Background: an optimization exercise with open tools, aiming at small area. Do not read the settings as production practice. Only simulation tests tie the RTL to the original design; equivalence was not proved. No run shown here takes its clock network from TritonCTS; it comes from the design's own scripts or RTL. The clock input has no modelled driver; a real chip could not lean on it and would need a root buffer or a full tree. No activity file was given, so power comes from the tool's default toggle rates.

[flow/config.mk]
export PLATFORM = sky130hd
export DESIGN_NAME = lowpass_pwm_uart
export DESIGN_NICKNAME = lowpass_pwm_uart
export VERILOG_FILES = /design/flow/design.v
export SDC_FILE = /design/flow/constraint.sdc
export NUM_CORES = 4
export LEC_CHECK = 0
export CAP_MARGIN = 20
export CORE_MARGIN = 2
export CORE_UTILIZATION = 70
export GPL_TIMING_DRIVEN = 0
export SLEW_MARGIN = 20
[flow/flow/clock_tree.tcl]
# Clock tree for a small design, run as ORFS's PRE_CTS_TCL hook: split the
# clock sinks into four balanced groups (halves along x, each halved along
# y) and drive each group from its own buffer, placed at the group's centre
# and fed by the clock port. A group whose estimated clock-pin slew is high
# gets a stronger buffer. TritonCTS is then skipped; the rest of the CTS step
# (legalisation, timing repair) runs as usual.
set cts_cells {sky130_fd_sc_hd__buf_4 sky130_fd_sc_hd__buf_6 sky130_fd_sc_hd__buf_8}
set cts_slew_target 0.127

set db [ord::get_db]
set block [ord::get_db_block]
set clknet [$block findNet CLK]
set sinks {}
foreach it [$clknet getITerms] {
  set loc [[$it getInst] getLocation]
  lappend sinks [list [lindex $loc 0] [lindex $loc 1] $it]
}
set sinks [lsort -integer -index 0 $sinks]
set h [expr {[llength $sinks] / 2}]
set groups {}
foreach half [list [lrange $sinks 0 [expr {$h - 1}]] [lrange $sinks $h end]] {
  set half [lsort -integer -index 1 $half]
  set q [expr {[llength $half] / 2}]
  lappend groups [lrange $half 0 [expr {$q - 1}]] [lrange $half $q end]
}
set bufs {}
set g 0
foreach grp $groups {
  set inst [odb::dbInst_create $block [$db findMaster [lindex $cts_cells 0]] clkbuf_leaf_$g]
  set net [odb::dbNet_create $block clknet_leaf_$g]
  $net setSigType CLOCK
  set sx 0
  set sy 0
  set m 0
  set pins {}
  foreach s $grp {
    incr sx [lindex $s 0]
    incr sy [lindex $s 1]
    incr m
    set it [lindex $s 2]
    $it disconnect
    $it connect $net
    lappend pins "[[$it getInst] getName]/[[$it getMTerm] getName]"
  }
  [$inst findITerm A] connect $clknet
  [$inst findITerm X] connect $net
  $inst setLocation [expr {$sx / $m}] [expr {$sy / $m}]
  $inst setPlacementStatus PLACED
  lappend bufs [list $inst $pins]
  incr g
}

# Estimate each group's worst clock-pin slew from the placement and move to
# the next stronger buffer until it is below the target.
proc group_slew { pins } {
  set worst 0
  foreach p $pins {
    set s [get_property [get_pins $p] slew_max]
    if { $s > $worst } {
      set worst $s
    }
  }
  return $worst
}
set_propagated_clock [all_clocks]
foreach b $bufs {
  lassign $b inst pins
  foreach cell $cts_cells {
    $inst swapMaster [$db findMaster $cell]
    estimate_parasitics -placement
    set slew [group_slew $pins]
    if { $slew <= $cts_slew_target } {
      break
    }
  }
  puts "clock_tree: [$inst getName], [llength $pins] sinks, [[$inst getMaster] getName], estimated slew [format %.1f [expr {$slew * 1000}]] ps"
}
unset_propagated_clock [all_clocks]

rename clock_tree_synthesis {}
proc clock_tree_synthesis { args } {
  puts "clock_tree: TritonCTS skipped"
}
[flow/flow/resynth.tcl]
# Re-map the combinational logic of the standard synthesis for area.
# Registers, full adders and tie cells are kept as they are; half adders
# are re-mapped with the rest of the logic. A few ABC scripts are tried and
# the smallest result is kept.
set lib $::env(RESYNTH_LIB)
yosys read_liberty -ignore_miss_func $lib
yosys read_verilog $::env(RESYNTH_IN)
yosys hierarchy -top lowpass_pwm_uart
yosys stat -liberty $lib
yosys setattr -mod -set blackbox 1 sky130_fd_sc_hd__dfxtp_1 sky130_fd_sc_hd__fa_1 sky130_fd_sc_hd__conb_1
yosys flatten
yosys opt_clean
yosys design -save flat
set dont_use {}
foreach c {
  probe_p_8 probec_p_8 lpflow_bleeder_1
  lpflow_clkbufkapwr_1 lpflow_clkbufkapwr_16 lpflow_clkbufkapwr_2 lpflow_clkbufkapwr_4 lpflow_clkbufkapwr_8
  lpflow_clkinvkapwr_1 lpflow_clkinvkapwr_16 lpflow_clkinvkapwr_2 lpflow_clkinvkapwr_4 lpflow_clkinvkapwr_8
  lpflow_inputiso0n_1 lpflow_inputiso0p_1 lpflow_inputiso1n_1 lpflow_inputiso1p_1 lpflow_inputisolatch_1
  lpflow_isobufsrc_1 lpflow_isobufsrc_16 lpflow_isobufsrc_2 lpflow_isobufsrc_4 lpflow_isobufsrc_8
  lpflow_isobufsrckapwr_16
  lpflow_lsbuf_lh_hl_isowell_tap_1 lpflow_lsbuf_lh_hl_isowell_tap_2 lpflow_lsbuf_lh_hl_isowell_tap_4
  lpflow_lsbuf_lh_isowell_4 lpflow_lsbuf_lh_isowell_tap_1 lpflow_lsbuf_lh_isowell_tap_2
  lpflow_lsbuf_lh_isowell_tap_4
} {
  lappend dont_use -dont_use sky130_fd_sc_hd__$c
}
set scripts {
  "+strash;&get,-n;&dc2;&dch,-f;&nf,-R,1000;&put;strash;&get,-n;&dch,-f;&nf,-R,1000;&put;topo"
  "+strash;&get,-n;&dch,-f;&nf,-R,1000;&put;topo"
  "+strash;dch,-f;amap;topo"
  "+strash;&get,-n;&dc2;&dch,-f;&nf,-R,1000;&put;strash;&get,-n;&dc2;&dch,-f;&nf,-R,1000;&put;strash;&get,-n;&dch,-f;&nf,-R,1000;&put;topo"
  "+strash;&get,-n;&syn2;&dch,-f;&nf,-R,1000;&put;topo"
  "+strash;&get,-n;&dc2;&dch,-f,-x;&nf,-R,1000;&put;strash;&get,-n;&dch,-f,-x;&nf,-R,1000;&put;topo"
}
set best_area 1e30
set best_i -1
set i 0
foreach s $scripts {
  yosys design -load flat
  yosys abc -liberty $lib {*}$dont_use -script $s
  yosys opt_clean -purge
  set st [yosys tee -q -s result.string stat -liberty $lib]
  regexp {Chip area for module [^:]*: ([0-9.]+)} $st -> area
  puts "resynth: script $i area $area"
  if { $area < $best_area } {
    set best_area $area
    set best_i $i
    yosys design -save best
  }
  incr i
}
puts "resynth: kept script $best_i, area $best_area"
yosys design -load best
yosys stat -liberty $lib
yosys write_verilog -noattr -nohex -nodec $::env(RESYNTH_OUT)
[flow/flow/fa_flip.py]
#!/usr/bin/env python3
"""Push inverters through full adders in a mapped netlist.

A full adder whose three inputs all come from inverters computes the
complement of a full adder of the inverters' inputs (the full adder is
self-dual): FA(~a, ~b, ~c) = (~sum, ~cout) of FA(a, b, c). Such a cell is
rewired to take a, b and c directly, and its two outputs go through new
inverters to the nets they drove. Unused inverters are left for synthesis
to remove. Usage: fa_flip.py IN.v OUT.v
"""
import re
import sys

src = open(sys.argv[1]).read()
inst_re = re.compile(r"(\s*)(sky130_fd_sc_hd__\w+)\s+(\S+)\s*\((.*?)\);", re.S)
port_re = re.compile(r"\.(\w+)\(([^()]*)\)")

cells = []
for m in inst_re.finditer(src):
    ports = {p: n.strip() for p, n in port_re.findall(m.group(4))}
    cells.append((m, m.group(2), m.group(3), ports))

inv_of = {}
for m, typ, name, ports in cells:
    if re.fullmatch(r"sky130_fd_sc_hd__(clk)?inv_\d+", typ):
        inv_of[ports["Y"]] = ports["A"]

def net(n):
    # escaped identifiers need their terminating space back
    return n + " " if n.startswith("\\") else n

out = []
pos = 0
new_wires = []
flips = 0
for m, typ, name, ports in cells:
    if not re.fullmatch(r"sky130_fd_sc_hd__fa_\d+", typ):
        continue
    if not all(ports[p] in inv_of for p in ("A", "B", "CIN")):
        continue
    flips += 1
    co, s = "fa_flip_%d_co" % flips, "fa_flip_%d_s" % flips
    new_wires += [co, s]
    ind = m.group(1)
    text = (
        "%s%s %s (.A(%s), .B(%s), .CIN(%s), .COUT(%s), .SUM(%s));"
        % (ind, typ, name, net(inv_of[ports["A"]]), net(inv_of[ports["B"]]),
           net(inv_of[ports["CIN"]]), co, s)
        + "%ssky130_fd_sc_hd__inv_1 fa_flip_%d_ico (.A(%s), .Y(%s));" % (ind, flips, co, net(ports["COUT"]))
        + "%ssky130_fd_sc_hd__inv_1 fa_flip_%d_is (.A(%s), .Y(%s));" % (ind, flips, s, net(ports["SUM"]))
    )
    out.append(src[pos:m.start()])
    out.append(text)
    pos = m.end()
out.append(src[pos:])
res = "".join(out)
if new_wires:
    first = inst_re.search(res)
    decl = "".join("\n  wire %s;" % w for w in new_wires) + "\n"
    res = res[:first.start()] + decl + res[first.start():]
open(sys.argv[2], "w").write(res)
print("fa_flip: %d full adders rewired" % flips)
[flow/flow/run.sh]
#!/bin/bash
# The standard layout (standard.sh) with three changes:
#  1. after the standard synthesis, full adders whose three inputs are all
#     inverted take the uninverted inputs and invert their outputs instead
#     (flow/fa_flip.py), and the logic between the registers and full adders
#     is re-mapped by ABC for area, keeping the smallest of a few scripts
#     (flow/resynth.tcl); registers keep the cells and names the standard
#     synthesis gave them;
#  2. the ports are buffered with buf_1;
#  3. the clock tree is four buffers fed by the clock port, each driving the
#     flip-flops of one quarter of the die, each the smallest of buf_4, buf_6
#     and buf_8 that keeps the estimated clock-pin slew under 127 ps
#     (flow/clock_tree.tcl, run in place of TritonCTS).
# Each tool's full output goes to a log file here.
set -euo pipefail
here=$(pwd)
res=$here/orfs/results/$FLOW_PLATFORM/lowpass_pwm_uart/base
yosys_exe=$(command -v yosys || echo "$FLOW_HOME/../tools/install/yosys/bin/yosys")

bash standard.sh synth > standard_synth.log 2>&1

cp "$res/1_2_yosys.v" "$here/synth_standard.v"
python3 "$here/flow/fa_flip.py" "$here/synth_standard.v" "$here/synth_flip.v" > fa_flip.log 2>&1
RESYNTH_IN="$here/synth_flip.v" RESYNTH_OUT="$here/synth_resynth.v" \
  RESYNTH_LIB="$FLOW_HOME/platforms/$FLOW_PLATFORM/lib/sky130_fd_sc_hd__tt_025C_1v80.lib" \
  "$yosys_exe" -c "$here/flow/resynth.tcl" > resynth.log 2>&1
cp "$here/synth_resynth.v" "$res/1_2_yosys.v"
rm -f "$res/1_synth.odb" "$res/1_synth.sdc"

bash standard.sh \
  "BUFFER_PORTS_ARGS=-buffer_cell sky130_fd_sc_hd__buf_1" \
  "PRE_CTS_TCL=$here/flow/clock_tree.tcl" \
  finish > standard.log 2>&1
[flow/constraint.sdc]
create_clock -name core_clock -period 10.0 [get_ports {CLK}]
set_input_delay 2.0000 -clock core_clock [delete_from_list [all_inputs] [get_ports {CLK}]]
set_output_delay 2.0000 -clock core_clock [all_outputs]
set_load 0.01 [all_outputs]
[flow/design.v]
module lowpass_pwm_uart (
    input CLK,
    input RST,
    output B6,
    output PMOD1,
    output PMOD3,
    output PMOD5,
    output PMOD7,
    output PMOD2,
    output PMOD4,
    output PMOD6,
    output PMOD8
);
    reg [7:0] K;
    reg [5:0] r;
    reg z;             
    reg [8:0] u;
    reg p;
    reg [7:0] lo;      
    reg [7:0] nm;      
    reg [7:0] nh;      
    reg b6;
    reg [2:0] ns3;     
    reg sf;            
    wire k7 = &K[2:0];
    wire kz = ~|K[2:0];
    wire rw = r[0] & r[1] & r[3] & r[5];    
    wire [7:0] nd = ~(u[7:0] ^ {8{u[8]}});   
    wire [8:0] kc;
    wire [7:0] k1;
    assign kc[0] = rw;
    wire [9:0] uc;
    wire [8:0] u1;
    assign uc[0] = z;
    wire [8:0] n, m;
    assign n[0] = 1'b1;
    assign m[0] = 1'b1;
    wire [8:0] ac;
    wire [7:0] lo1;
    assign ac[0] = np;
    wire np = ~p;
    wire [16:0] hc;
    wire [15:0] nx = {nh, nm};
    wire [15:0] nx1;
    assign hc[0] = ~ac[8];
    genvar i;
    generate
        for (i = 0; i < 8; i = i + 1) begin : g_k
            assign k1[i] = K[i] ^ kc[i];
            assign kc[i+1] = K[i] & kc[i];
            assign n[i+1] = (K[i] & nd[i]) | (K[i] & n[i]) | (nd[i] & n[i]);
            assign m[i+1] = (K[i] & nh[i]) | (K[i] & m[i]) | (nh[i] & m[i]);
            assign lo1[i] = lo[i] ^ nh[i] ^ ac[i];
            assign ac[i+1] = (lo[i] & nh[i]) | (ac[i] & (lo[i] ^ nh[i]));
        end
        for (i = 0; i < 9; i = i + 1) begin : g_u
            assign u1[i] = u[i] ^ uc[i];
            assign uc[i+1] = u[i] & uc[i];
        end
        for (i = 0; i < 16; i = i + 1) begin : g_a
            assign nx1[i] = nx[i] ^ p ^ hc[i];
            assign hc[i+1] = (nx[i] & p) | (hc[i] & (nx[i] ^ p));
        end
    endgenerate
    always @(posedge CLK) begin
        if (RST) begin
            K <= 8'd0;
            r <= 6'd56;
            z <= 1'b1;
            u <= 9'd0;
            p <= 1'b0;
            lo <= 8'd0;
            nm <= 8'hff;
            nh <= 8'hff;
            b6 <= 1'b0;
            ns3 <= 3'b111;
            sf <= 1'b0;
        end else begin
            r <= rw ? {1'b1, 1'b1, 1'b1, ~k7, 1'b0, 1'b0} : {r[4:0], r[5] ^ r[4]};
            K <= k1;
            z <= kc[8];
            u <= u1;
            if (z) begin
                ns3 <= nh[7:5];
                sf <= ~|nh;
            end
            p <= ~n[8];
            lo <= lo1;
            {nh, nm} <= nx1;
            b6 <= ~m[8];
        end
    end
    assign B6 = b6;
    assign PMOD2 = ~&ns3;
    assign PMOD4 = ~(ns3[2] & ns3[1]);
    assign PMOD6 = ~(ns3[2] & (ns3[1] | ns3[0]));
    assign PMOD8 = ~ns3[2];
    assign PMOD1 = ~(ns3[2] | (ns3[1] & ns3[0]));
    assign PMOD3 = ~(ns3[2] | ns3[1]);
    assign PMOD5 = ~|ns3;
    assign PMOD7 = sf;
endmodule
[flow/standard.sh]
#!/bin/bash
# synth_recipe.tcl (not shown) runs the flow's synth.tcl, then flattens the netlist and writes it again
# the make line also repeats each setting of config.mk as NAME=value (left out here)
make -C /OpenROAD-flow-scripts/flow DESIGN_CONFIG=/design/flow/config.mk WORK_HOME=/design/flow/orfs CLKGATE_MAP_FILE= SYNTH_SCRIPT=/design/flow/synth_recipe.tcl "${@:-finish}"
==> results of run 1 <==
[layer usage]
metal | part of all wire, % | track usage (%) | vias up
li1 | - | - | 756
met1 | 45 | 30.8 | 738
met2 | 50 | 44.1 | 31
met3 | 3.4 | 2.28 | 9
met4 | 2.1 | 3.65 | 0
met5 | 0 | 0 | -
[per-stage QoR]
step,power [uW],hold WS [ns]
floorplan,462,0.390
global placement,503,0.397
detailed placement,540,0.417
CTS,602,0.417
global route,669,0.465
finish,612,0.444
[power by group through the flow]
stage          clock, uW  sequential, uW  combinational (uW)
6_report            74.2             313                 225
5_1_grt             83.6             322                 263
4_1_cts             56.4             320                 226
3_5_place_dp           0             319                 221
3_3_place_gp           0             315                 188
2_1_floorplan          0             306                 156
[worst paths after layout]
check / slack (ns) / depth (start not counted) / to / from
worst max-delay path: 1.36 / 26 / nh[6] / p
worst min-delay path: 0.44 / 1 / r[3] / r[2]
worst max register to register: 1.36 / 26 / nh[6] / p
worst min register to register: 0.44 / 1 / r[3] / r[2]
[cell usage in the layout, fill, tap and decap left out, drive strengths merged, types with 3 or more instances in the layout]
master   n
o21ai    4
and3     6
clkinv   5
fa      23
a21oi   23
xnor2    9
nor3    11
o21a     7
buf     14
dfxtp   54
a22oi    4
nand2    4
a221oi   3
nor2     8
nor2b    8
or2     16
o22ai    5
[area by class of cell]
| type | instances | area [sq um] | area share, % |
|---|---|---|---|
| timing repair buffer | 10 | 38.8 | 1.57 |
| inverter | 5 | 18.8 | 0.761 |
| multi-input combinational | 149 | 1240 | 50.2 |
| tap | 44 | 55.1 | 2.23 |
| buffer | 4 | 33.8 | 1.37 |
| sequential | 54 | 1080 | 43.9 |
[worst max-delay path: stages (launching register included)]
cell and delay [ns]:
dfxtp_2 0.52, clkinv_1 0.15, fa_1 0.21, fa_1 0.19
fa_1 0.18, fa_1 0.20, fa_1 0.18, fa_1 0.18
fa_1 0.18, fa_1 0.18, clkinv_1 0.10, fa_1 0.39
fa_1 0.42, fa_1 0.40, fa_1 0.40, fa_1 0.39
fa_1 0.41, fa_1 0.40, fa_1 0.42, fa_1 0.43
fa_1 0.40, fa_1 0.41, fa_1 0.39, fa_1 0.40
fa_1 0.39, fa_1 0.44, or2_0 0.20
[flip-flops by register name, indices dropped and copies added, names as in the netlist]
register and flops:
u 9, K 8, lo 8, nh 8
nm 8, r 6, ns3 3, b6 1
p 1, sf 1, z 1
==> notes.md, run 1 <==
The worst setup path is launched from a register. The worst supply voltage drop on vdd came out at between 0.00015 and 0.0002 V. The number of placed I/O pins is 11.

Derived from the worst setup path, the maximum achievable clock frequency is approximately 0.12 GHz. Of the total power, registers draw 51.2%. The total placed cells including tap cells is approximately 260. The number of gates given a new drive strength after cts came out at 0. The switching power summed over all nets came out at around 200 uW. Cells fill 79.5% of the core in the end.

The floorplan step set the die width to between 60 and 70 microns. The final-report setup violation count is 0. The post-synthesis cell area is between 0.002 and 0.0025 sq mm. The half-perimeter wire length after detailed placement came out at ~3 mm. The power density over the cells came out at roughly 250 mW/mm^2. The max-slew violation count came out at 0.

The slack of the critical path is about 1.4 ns. The count of hold-fix buffers inserted at cts is 0. The slew of the pin with the lowest slew margin is 0.805 ns.

The portion of total power attributed to the clock network came out at 12.1%. The worst setup path is captured at a register. The number of DRC violations after detailed-routing iteration 0 is 97. The first-pass GRT wire length is approximately 6.8 mm. The clock slew seen by the registers of the worst setup and hold paths is roughly 0.12 ns.

The wire length reported by the detailed router came out at ~4.1 mm. The initial cell density of the core is 75.3%. The total negative slack is 0 ns. Timing analysis after detailed placement gives a worst setup slack of around 1.3 ns.

The all-layer global routing usage is between 20% and 30%. Of the total power, combinational logic draws between 30% and 40%. Once layout is done, the placed cells without fillers occupy ~0.0025 sq mm.

The worst setup path is of the register to register kind. The number of hold-slack violations in the final timing report was 0. The remaining number of nets flagged by the antenna check after routing came out at 0. After the flow finishes, the layout carries non-filler instances totaling roughly 270.

The number of global-route vias before repair came out at 1,509. The initial antenna violation count came out at 0. From bottom edge to top edge, the die measures 61.8 microns. The die outline area came out at approximately 0.0038 sq mm. The number of input and output port buffers inserted came out at 10. Clock latency on the worst-skew pair, taken at its later pin, is approximately 0.15 ns. The synthesized netlist net count is roughly 230.

The region available for standard cell placement spans 0.00310 sq mm. The data required time of the worst path is about 10 ns. The data arrival time of the worst path is ~8.7 ns. The repair_antennas step left the layout with diodes totalling 0.

The post-route netlist has between 2 and 3% of its cells at a drive strength greater than 1. The normalized max-slew margin is 46.3%. The pre-antenna-repair detailed-routing pass consisted of 4 iterations. In this run the worst hold path is classified as register to register. Summed over all cells, the static leakage comes to between 0.0008 and 0.0009 uW. For this run, the number of Yosys warnings is 1. The cell area after placement is around 0.0024 sq mm. Each instance of the synthesized netlist takes up on average 11.2 sq um. The maximum number of pins on one net before global-route repair is between 50 and 60. After filler insertion, the fill cell instance count of the layout stands at 202. The worst path needs around 8.6 ns of the cycle, external delays included. The post-synthesis instance total came out at 208.

The initialized floorplan defines 20 standard-cell rows. The post-route clock period utilization is around 86%. The net switching fraction of the power is around 33%. Along the worst path, the maximum fanout reaches 17. In the routed design, unresolved DRC markers number 0. The number of nets in the layout came out at about 250. The tool flagged a number of max-cap violations equal to 0. The final clock skew came out at roughly 0.04 ns. The aggregate global routing overflow came out at 0. The via count of the routed design came out at about 1,500. The weighted congestion at the end of routability-driven global placement came out at slightly below 0.8. The number of vias per cell after detailed routing is 5.77. Setup repair after global routing left no endpoint under its margin. The internal cell power came out at between 400 and 500 uW. The routed wire length per instance came out at around 15 microns.

The number of setup buffers added after CTS came out at 0. The layout overhead on the synthesized area came out at 5.51%. The run finished with no timing, DRC or antenna violations.
==> run 2, diff against run 1 <==
--- a/flow/flow/run.sh
+++ b/flow/flow/run.sh
@@ -9,7 +9,8 @@
 #  2. the ports are buffered with buf_1;
 #  3. the clock tree is four buffers fed by the clock port, each driving the
-#     flip-flops of one quarter of the die, each the smallest of buf_4, buf_6
-#     and buf_8 that keeps the estimated clock-pin slew under 127 ps
-#     (flow/clock_tree.tcl, run in place of TritonCTS).
+#     flip-flops of one quarter of the die (the better of two ways to quarter
+#     it), each the smallest of buf_4, buf_6 and buf_8 that keeps the
+#     estimated clock-pin slew under 127 ps (flow/clock_tree.tcl, run in
+#     place of TritonCTS).
 # Each tool's full output goes to a log file here.
 set -euo pipefail
==> flow/flow/clock_tree.tcl (replaced) <==
# Clock tree for a small design, run as ORFS's PRE_CTS_TCL hook: split the
# clock sinks into four balanced groups and drive each group from its own
# buffer, placed at the group's centre and fed by the clock port. Two splits
# are tried (halves along x then y, and along y then x) and the one with the
# lower estimated worst clock-pin slew is kept; a group still above the slew
# target gets a stronger buffer. TritonCTS is then skipped; the rest of the
# CTS step (legalisation, timing repair) runs as usual.
set cts_cells {sky130_fd_sc_hd__buf_4 sky130_fd_sc_hd__buf_6 sky130_fd_sc_hd__buf_8}
set cts_slew_target 0.127

set db [ord::get_db]
set block [ord::get_db_block]
set clknet [$block findNet CLK]
set sinks {}
foreach it [$clknet getITerms] {
  set loc [[$it getInst] getLocation]
  lappend sinks [list [lindex $loc 0] [lindex $loc 1] $it]
}

# Four balanced groups: halves along axis a, each halved along axis b.
proc split4 { sinks a b } {
  set sinks [lsort -integer -index $a $sinks]
  set h [expr {[llength $sinks] / 2}]
  set groups {}
  foreach half [list [lrange $sinks 0 [expr {$h - 1}]] [lrange $sinks $h end]] {
    set half [lsort -integer -index $b $half]
    set q [expr {[llength $half] / 2}]
    lappend groups [lrange $half 0 [expr {$q - 1}]] [lrange $half $q end]
  }
  return $groups
}

# Worst slew over the given clock pins.
proc group_slew { pins } {
  set worst 0
  foreach p $pins {
    set s [get_property [get_pins $p] slew_max]
    if { $s > $worst } {
      set worst $s
    }
  }
  return $worst
}

# Wire the groups to buffers of the first cell type; returns {inst pins} per group.
proc build { groups clknet cell } {
  set db [ord::get_db]
  set block [ord::get_db_block]
  set bufs {}
  set g 0
  foreach grp $groups {
    set inst [odb::dbInst_create $block [$db findMaster $cell] clkbuf_leaf_$g]
    set net [odb::dbNet_create $block clknet_leaf_$g]
    $net setSigType CLOCK
    set sx 0
    set sy 0
    set m 0
    set pins {}
    foreach s $grp {
      incr sx [lindex $s 0]
      incr sy [lindex $s 1]
      incr m
      set it [lindex $s 2]
      $it disconnect
      $it connect $net
      lappend pins "[[$it getInst] getName]/[[$it getMTerm] getName]"
    }
    [$inst findITerm A] connect $clknet
    [$inst findITerm X] connect $net
    $inst setLocation [expr {$sx / $m}] [expr {$sy / $m}]
    $inst setPlacementStatus PLACED
    lappend bufs [list $inst $net $pins]
    incr g
  }
  return $bufs
}

# Undo build: sinks back on the clock net, buffers and their nets removed.
proc unbuild { bufs clknet } {
  foreach b $bufs {
    lassign $b inst net pins
    foreach it [$net getITerms] {
      if { [$it getInst] != $inst } {
        $it disconnect
        $it connect $clknet
      }
    }
    odb::dbInst_destroy $inst
    odb::dbNet_destroy $net
  }
}

set_propagated_clock [all_clocks]
set best_slew 1e9
set best_axes {}
foreach axes {{0 1} {1 0}} {
  set bufs [build [split4 $sinks {*}$axes] $clknet [lindex $cts_cells 0]]
  estimate_parasitics -placement
  set worst 0
  foreach b $bufs {
    set s [group_slew [lindex $b 2]]
    if { $s > $worst } {
      set worst $s
    }
  }
  puts "clock_tree: split $axes, worst estimated slew [format %.1f [expr {$worst * 1000}]] ps"
  if { $worst < $best_slew } {
    set best_slew $worst
    set best_axes $axes
  }
  unbuild $bufs $clknet
}
set bufs [build [split4 $sinks {*}$best_axes] $clknet [lindex $cts_cells 0]]
foreach b $bufs {
  lassign $b inst net pins
  foreach cell $cts_cells {
    $inst swapMaster [$db findMaster $cell]
    estimate_parasitics -placement
    set slew [group_slew $pins]
    if { $slew <= $cts_slew_target } {
      break
    }
  }
  puts "clock_tree: [$inst getName], [llength $pins] sinks, [[$inst getMaster] getName], estimated slew [format %.1f [expr {$slew * 1000}]] ps"
}
unset_propagated_clock [all_clocks]

rename clock_tree_synthesis {}
proc clock_tree_synthesis { args } {
  puts "clock_tree: TritonCTS skipped"
}
==> run 2 against run 1 <==
Against the previous run:
- largest cell class unchanged
- clock skew down 0.030 ns
- first-iteration DRC count down 28%
- highest routed layer unchanged
- sequential power about the same
- still clean
==> notes.md, run 2 <==
The normalized max-slew margin is between 40 and 50%. The worst flop-to-flop path endpoint is nh[6]. The weighted congestion at the end of routability-driven global placement came out at between 0.7 and 0.8. In the layout the commonest cells are dfxtp_1, fa_1, a21oi_1, or2_0, nor3_1.

The count of hold-fix buffers inserted at cts is 0. The routed wire length per instance is 15.6 microns. STA classifies the critical path startpoint as a register.

Setup slack on the worst reg-to-reg path comes out at 1.30 ns. Clock latency on the worst-skew pair, taken at its later pin, is roughly 0.16 ns. The number of hold-slack violations in the final timing report came out at 0. The floorplan has 20 rows.

The via count of the routed design came out at around 1,500. The cell count of the worst reg-to-reg path is 26. The number of nets in the layout came out at 249. The share of layout cells above drive strength 1 is under 10%. The launch point of the worst hold path is r[2]. The post-route clock period utilization is 87.0%.

Dividing the detail-routed via count by the number of cells gives 5.72. The wire length reported by the detailed router came out at slightly above 4 mm. The number of iterations in the first detailed-routing pass is 5. The portion of total power attributed to the clock network came out at about an eighth. The number of global-route vias before repair was ~1,500. The first-pass GRT wire length came out at roughly 6.9 mm. The die is slightly above 60 microns tall.

The post-synthesis cell area came out at 0.00234 sq mm. The path with the worst hold slack has its endpoint at r[3]. The number of input and output port buffers inserted is 10. The layout overhead on the synthesized area is 5.35%.

The worst supply voltage drop on vdd is 0.000210 V. In the final layout, flip-flops and latches occupy about 0.0011 sq mm. The max-slew violation count is 0. The largest fanout on the critical path came out at 17.

The net switching fraction of the power came out at between 30% and 40%. The min-delay analysis places its worst path in the category register to register. The total negative slack came out at 0 ns.

The final-report setup violation count is 0. Dividing the synthesized area by the synthesized cell count gives between 10 and 15 sq um. The worst hold path cell count came out at 1. The post-synthesis instance total came out at ~210. STA puts the critical path data arrival time at approximately 8.8 ns. Counting tap cells, the placed design contains a total of 262 instances. The number of placed I/O pins is 11. In this run, the number of DRC markers left after iteration 0 of detailed routing was 70. The register with the most flip-flops in the final layout is u.

After global routing the overflow that remains totals 0. At the worst endpoint, the required time is ~10 ns. The die outline area is roughly 0.0038 sq mm. The number of setup buffers added after CTS came out at 0. For this run, the total global-route usage over all layers was measured as 24.1%. The initial utilization of the core area, before any placement, comes to 75.3%. The highest clock frequency the design can meet came out at ~0.11 GHz.

The end-of-flow core utilization came out at about four fifths. For this design the static power due to leakage is 0.000895 uW. The relative contribution of sequential cells to total power is 51.2%. The cell area after placement is about 0.0024 sq mm. In this run the horizontal extent of the chip is a little over 60 microns.

The share of total power dissipated in combinational logic is between 30% and 40%. The half-perimeter wire length after detailed placement came out at 2.91 mm. The slew of the pin with the lowest slew margin is 0.815 ns. The filler cell count is roughly 200.

The power density over the cells came out at between 200 and 250 mW/mm^2. Summing all multi-input logic gate instances after layout gives ~0.0012 sq mm. The final instance count without filler cells is ~270.

The maximum number of pins on one net before global-route repair is 53. Setup repair after global routing left no endpoint under its margin. The clock slew seen by the registers of the worst setup and hold paths came out at between 0.1 and 0.15 ns. The remaining number of nets flagged by the antenna check after routing is 0. The worst setup path is captured at a register.

The run finished with no timing, DRC or antenna violations. The yosys synthesis warning count came out at 1. The number of gates given a new drive strength after cts is 0. The number of remaining DRC errors is 0. The register with the most flip-flops in the layout has 9 of them. Max-cap violations in this run came to 0. The initial antenna violation count was 0.

The smallest hold slack is 0.447 ns. The standard cell core area came out at 0.00310 sq mm. The startpoint of the lowest-slack register-to-register path is p. The antenna cell count came out at 0. The synthesized netlist net count is 233. After routing the design area is approximately 0.0025 sq mm. The critical path is of the register to register type. Across the routed clock network, the largest skew measured is between 0.008 and 0.009 ns.

Leaving out fill and tap cells, the most frequent cell in the layout is dfxtp_1. The internal cell power is about 400 uW. The post-layout minimum cycle time came out at between 8 and 9 ns. The switching power summed over all nets is between 200 and 250 uW.
[run 2: per-stage QoR]
stage               power [uW]  setup slack (ns)
detailed placement         540              1.31
global route               668             0.972
CTS                        601              1.29
floorplan                  462              1.71
finish                     612              1.30
global placement           503              1.36
[run 2: area by class of cell]
class,instances,area share (%)
Inverter,5,0.762
Tap cell,44,2.24
Sequential cell,54,44.0
Multi-Input combinational cell,149,50.3
Buffer,4,1.22
Timing Repair Buffer,10,1.58
[run 2: power by group through the flow]
stage / logic [uW] / registers [uW] / clock network [uW]
final: 226 / 313 / 73.5
after global routing: 264 / 322 / 82.6
after CTS: 227 / 320 / 53.8
after detailed placement: 221 / 319 / 0
after global placement: 188 / 315 / 0
after floorplan: 156 / 306 / 0
[run 2: worst max path at each step]
stage	from	to	slack (ns)	depth (start not counted)
6_report	p	nh[6]	1.30	26
5_1_grt	p	nh[6]	0.97	26
4_1_cts	p	nh[6]	1.29	26
3_5_place_dp	p	nh[6]	1.31	26
3_3_place_gp	p	nh[6]	1.36	26
2_1_floorplan	p	nh[6]	1.71	26
[run 2: metal layers]
layer  routed length, microns  share of wire [%]  up-vias  global-route usage (%)
li1                         -                  -      756                       -
met1                     1900                 46      736                    32.4
met2                     2060                 50       23                    43.9
met3                       92                2.2        7                    1.24
met4                       87                2.1        0                    3.95
met5                        0                  0        -                       0
[run 2: critical path, cell delays in order, from the launching register on]
cell	delay [ns]
dfxtp_2	0.54
clkinv_1	0.15
fa_1	0.21
fa_1	0.19
fa_1	0.18
fa_1	0.20
fa_1	0.18
fa_1	0.18
fa_1	0.18
fa_1	0.18
clkinv_1	0.11
fa_1	0.40
fa_1	0.42
fa_1	0.40
fa_1	0.40
fa_1	0.39
fa_1	0.41
fa_1	0.40
fa_1	0.42
fa_1	0.44
fa_1	0.41
fa_1	0.41
fa_1	0.39
fa_1	0.40
fa_1	0.39
fa_1	0.44
or2_0	0.20

-- re-timing with driven ports --
Ports are ideal in the flow. The routed layouts listed here were re-timed in OpenROAD.
Step 1 assumes that a clkbuf_16 drives the clock port and a buf_2 every other input.
Step 2 adds t to the input delays and takes it off the output delays; t is the mean of the earliest and latest rising clock arrival at the registers after step 1. Input paths then give back, and output paths get back, about the clock's delay inside the block.
Three values: ideal ports, drivers, drivers and shift; two values: the first two.
run | shift t [ns] | setup slack, ns | hold WS [ns]
run 1 | 0.183 | 1.361 / 1.361 / 1.361 | 0.444 / 0.444 / 0.444
run 2 | 0.200 | 1.303 / 1.303 / 1.303 | 0.447 / 0.447 / 0.447
After both steps setup and hold are still met in every run listed.
